Background: an optimization exercise with open tools, aiming at small area, a short achievable clock period and few clock cycles per item. Do not read the settings as production practice.

job 101:
Design mult_controller, start of the top module:
module mult_controller #(
    parameter integer WIDTH = 32
)
(
    input logic clk,
    input logic rst_n,
    input logic start,
    input logic signed [WIDTH - 1: 0] multiplicand,
    input logic signed [WIDTH - 1: 0] multiplier,
    output logic signed [2 * WIDTH - 1: 0] product,
    output logic done
);
Settings: LEC_CHECK=0, CAP_MARGIN=20, CORE_MARGIN=2, CORE_UTILIZATION=40, SETUP_SLACK_MARGIN=1.0, SLEW_MARGIN=20, BUFFER_PORTS_ARGS=-buffer_cell sky130_fd_sc_hd__buf_1; clock period 4.5 ns.
standard.sh (not shown) runs the stock make flow with config.mk's settings and CLKGATE_MAP_FILE= SYNTH_SCRIPT=/design/flow/synth_recipe.tcl, a recipe that flattens the netlist after the stock synthesis.
==> flow/flow/run.sh <==
#!/bin/bash
# The standard layout, except that the port buffers are plain buffers
# (sky130_fd_sc_hd__buf_1, which timing repair may resize) instead of the
# delay cells buffer_ports picks by default.
set -euo pipefail
echo 'export BUFFER_PORTS_ARGS = -buffer_cell sky130_fd_sc_hd__buf_1' >> config.mk
bash standard.sh > standard.log 2>&1
Setup changes, job 101 to job 102
--- a/flow/design.v
+++ b/flow/design.v
@@ -3,32 +3,31 @@
 )
 (
     input logic clk,
     input logic rst_n,
     input logic start,
     input logic signed [WIDTH - 1: 0] multiplicand,
     input logic signed [WIDTH - 1: 0] multiplier,
     output logic signed [2 * WIDTH - 1: 0] product,
     output logic done
 );
     logic busy;                   
-    logic idle;                   
     logic [1:0] cnt;             
     logic [31:0] pl;              
     logic bprev;                  
     logic [31:0] ph;              
     logic kc;                     
     logic [39:0] q0, q1;          
     wire [31:0] mx = multiplier;
-    wire [7:0] mb = idle ? mx[7:0] : pl[7:0];
-    wire [8:0] win = {mb, bprev & ~idle};
+    wire [7:0] mb = busy ? pl[7:0] : mx[7:0];
+    wire [8:0] win = {mb, bprev & busy};
     wire [32:0] am = {multiplicand[31], multiplicand};   
     wire [32:0] a2 = {multiplicand, 1'b0};               
     wire [3:0] ng;
     wire [2:0] w0 = win[2:0];
     wire one0 = w0[0] ^ w0[1];
     wire two0 = (w0[2] & ~w0[1] & ~w0[0]) | (~w0[2] & w0[1] & w0[0]);
     assign ng[0] = w0[2];
     wire [32:0] x0 = ((am & {33{one0}}) | (a2 & {33{two0}})) ^ {33{ng[0]}};
     wire [2:0] w1 = win[4:2];
     wire one1 = w1[0] ^ w1[1];
     wire two1 = (w1[2] & ~w1[1] & ~w1[0]) | (~w1[2] & w1[1] & w1[0]);
@@ -244,35 +243,32 @@
     end
     wire [39:0] acc = {{8{ph[31]}}, ph};
     wire [39:0] qk = {q1[39:5], kc, q1[3:0]};
     wire [39:0] t0 = acc ^ q0 ^ qk;
     wire [39:0] t1 = {(acc[38:0] & q0[38:0]) | (acc[38:0] & qk[38:0]) | (q0[38:0] & qk[38:0]), 1'b0};
     wire [12:0] lo = t0[11:0] + t1[11:0];
     wire [27:0] hi = t0[39:12] + t1[39:12];
     wire [39:0] sum = {hi, lo[11:0]};
     always_ff @(posedge clk or negedge rst_n) begin
         if (!rst_n) begin
             busy <= 1'b0;
-            idle <= 1'b1;
             cnt  <= '0;
             done <= 1'b0;
         end else if (busy) begin
             cnt  <= cnt + 1'b1;
             if (cnt == 2'd3) begin
                 busy <= 1'b0;
-                idle <= 1'b1;
                 done <= 1'b1;
             end
         end else if (start) begin
             busy <= 1'b1;
-            idle <= 1'b0;
             cnt  <= '0;
             done <= 1'b0;
         end
     end
     always_ff @(posedge clk) begin
         if (busy) begin
             pl    <= {sum[7:0], pl[31:8]};
             ph    <= sum[39:8];
             kc    <= lo[12];
             bprev <= pl[7];
         end else if (start) begin
Findings:
Going from job 101 to job 102, multi-input gate share of the layout cell area level; xor/xnor cell area share of the yosys netlist moved up. Delta (job 102 minus job 101): register-to-register slack has increased; proportion of synthesized area in mux cells has decreased. Having completed the whole flow, job 102 delivered a layout that passed the timing, design-rule and antenna checks. Compared job 102 vs job 101, and layout overhead on the synthesized area is down in job 102. ~same die area in job 101 and job 102. Compared to job 101, job 102 shows a wider setup margin. Of job 102 and job 101, it is job 102 that has the lower routed wire length.
No run of this note included a check of the RTL's function; only the layout flow was run.


Another version of the RTL of mult_controller (not shown whole).
Size in the first run: ~1600 cells after synthesis, about 150 flip-flops, roughly 130 I/O pins, roughly 0.014 sq mm of cells after synthesis.
// mult_controller
module mult_controller #(
    parameter integer WIDTH = 32
)
(
    input logic clk,
    input logic rst_n,
    input logic start,
    input logic signed [WIDTH - 1: 0] multiplicand,
    input logic signed [WIDTH - 1: 0] multiplier,
    output logic signed [2 * WIDTH - 1: 0] product,
    output logic done
);
Settings: LEC_CHECK=0, CAP_MARGIN=20, CORE_MARGIN=2, CORE_UTILIZATION=40, SETUP_SLACK_MARGIN=1.0, SLEW_MARGIN=20, BUFFER_PORTS_ARGS=-buffer_cell sky130_fd_sc_hd__buf_1; clock period 4.5 ns.
Scripts as last shown in full above: flow/flow/run.sh
Rerun with:
--- a/flow/design.v
+++ b/flow/design.v
@@ -12,15 +12,14 @@
 );
     logic busy;                   
     logic [1:0] cnt;             
     logic [31:0] pl;              
     logic bprev;                  
     logic [31:0] ph;              
     logic kc;                     
-    logic first;                  
     logic [39:0] q0, q1;          
     wire [31:0] mx = multiplier;
     wire [7:0] mb = start ? mx[7:0] : pl[7:0];
     wire [8:0] win = {mb, bprev & ~start};
     wire [32:0] am = {multiplicand[31], multiplicand};   
     wire [32:0] a2 = {multiplicand, 1'b0};               
     wire [3:0] ng;
@@ -238,53 +237,47 @@
     wire c192 = (~x2[32] & x3[30]) | (~x2[32] & c188) | (x3[30] & c188);
     wire s193 = 1'b1 ^ x3[31];
     wire c194 = 1'b1 & x3[31];
     always_ff @(posedge clk) begin
         q0 <= {1'b1, ~x3[32], c192, c190, c186, c180, c174, c168, c162, c156, c150, c144, c138, c132, c126, c120, c114, c108, c102, c96, c90, c84, c78, c72, c66, c60, c54, c48, c42, c36, c30, c24, s21, s15, c8, s7, c2, x1[0], x0[1], x0[0]};
         q1 <= {1'b0, c194, s193, s191, s189, s185, s179, s173, s167, s161, s155, s149, s143, s137, s131, s125, s119, s113, s107, s101, s95, s89, s83, s77, s71, s65, s59, s53, s47, s41, s35, s29, s23, s17, s11, 1'b0, s3, s1, 1'b0, ng[0]};
     end
-    wire [31:0] pha = ph & {32{~first}};
-    wire [39:0] acc = {{8{pha[31]}}, pha};
-    wire [39:0] qk = {q1[39:5], kc & ~first, q1[3:0]};
+    wire [39:0] acc = {{8{ph[31]}}, ph};
+    wire [39:0] qk = {q1[39:5], kc, q1[3:0]};
     wire [39:0] t0 = acc ^ q0 ^ qk;
     wire [39:0] t1 = {(acc[38:0] & q0[38:0]) | (acc[38:0] & qk[38:0]) | (q0[38:0] & qk[38:0]), 1'b0};
     wire [12:0] lo = t0[11:0] + t1[11:0];
     wire [27:0] hi = t0[39:12] + t1[39:12];
     wire [39:0] sum = {hi, lo[11:0]};
     always_ff @(posedge clk or negedge rst_n) begin
         if (!rst_n) begin
             busy <= 1'b0;
-            first <= 1'b0;
             cnt  <= '0;
             done <= 1'b0;
         end else if (busy) begin
-            first <= 1'b0;
             cnt  <= cnt + 1'b1;
             if (cnt == 2'd3) begin
                 busy <= 1'b0;
                 done <= 1'b1;
             end
         end else if (start) begin
             busy <= 1'b1;
-            first <= 1'b1;
             cnt  <= '0;
             done <= 1'b0;
         end
     end
     always_ff @(posedge clk) begin
         if (busy) begin
+            pl    <= {sum[7:0], pl[31:8]};
             ph    <= sum[39:8];
             kc    <= lo[12];
-        end
-    end
-    always_ff @(posedge clk) begin
-        if (busy) begin
-            pl    <= {sum[7:0], pl[31:8]};
             bprev <= pl[7];
         end else if (start) begin
+            ph    <= '0;
+            kc    <= 1'b0;
             pl    <= {8'd0, mx[31:8]};
             bprev <= mx[7];
         end
     end
     wire [31:0] phr = {ph[31:4] + kc, ph[3:0]};
     assign product = {phr, pl};
 endmodule
- The new run finished clean
- hold slack improves by 0.019 ns
- critical path depth went up by 2
- routed wire length went down by 5.3%
- cell count went down by 8.0%
- area after synthesis went down by 4.7%
- utilization went up by 0.49 points
No functional check of the RTL was part of any run of this note.

what the ideal ports hide:
No port has a modelled driver above. Below, the same layouts with a new extraction and two added sets of constraints. Step 1 (the two cells are an assumption about what drives the block):
set clk [get_ports {clk}]
set_driving_cell -lib_cell sky130_fd_sc_hd__clkbuf_16 $clk
set_driving_cell -lib_cell sky130_fd_sc_hd__buf_2 [delete_from_list [all_inputs] $clk]
Step 2 also shifts input and output timing later by t, the mid clock arrival at the registers, as if the neighbouring blocks saw the same clock. Three values: ideal ports, drivers, drivers and shift; two values: the first two.
run	shift t [ns]	setup slack, ns	hold WS [ns]	latest minus earliest clock arrival (ns)	pins driven straight from the clock port
job 101	0.470	0.961 / 0.961 / 0.681	0.328 / 0.305 / 0.504	0.012 / 0.012	1
job 102	0.470	1.079 / 1.074 / 0.752	0.309 / 0.310 / 0.488	0.012 / 0.013	1
the first run of note 2	0.475	0.990 / 0.980 / 0.505	0.339 / 0.334 / 0.519	0.013 / 0.014	1
the second run of note 2	0.480	0.941 / 0.945 / 0.465	0.358 / 0.351 / 0.503	0.016 / 0.016	1
After both steps setup and hold are still met in every run listed. The setup slack of the first run of note 2, which loses most, moves by -0.010 ns with the drivers and by -0.485 ns with both steps.
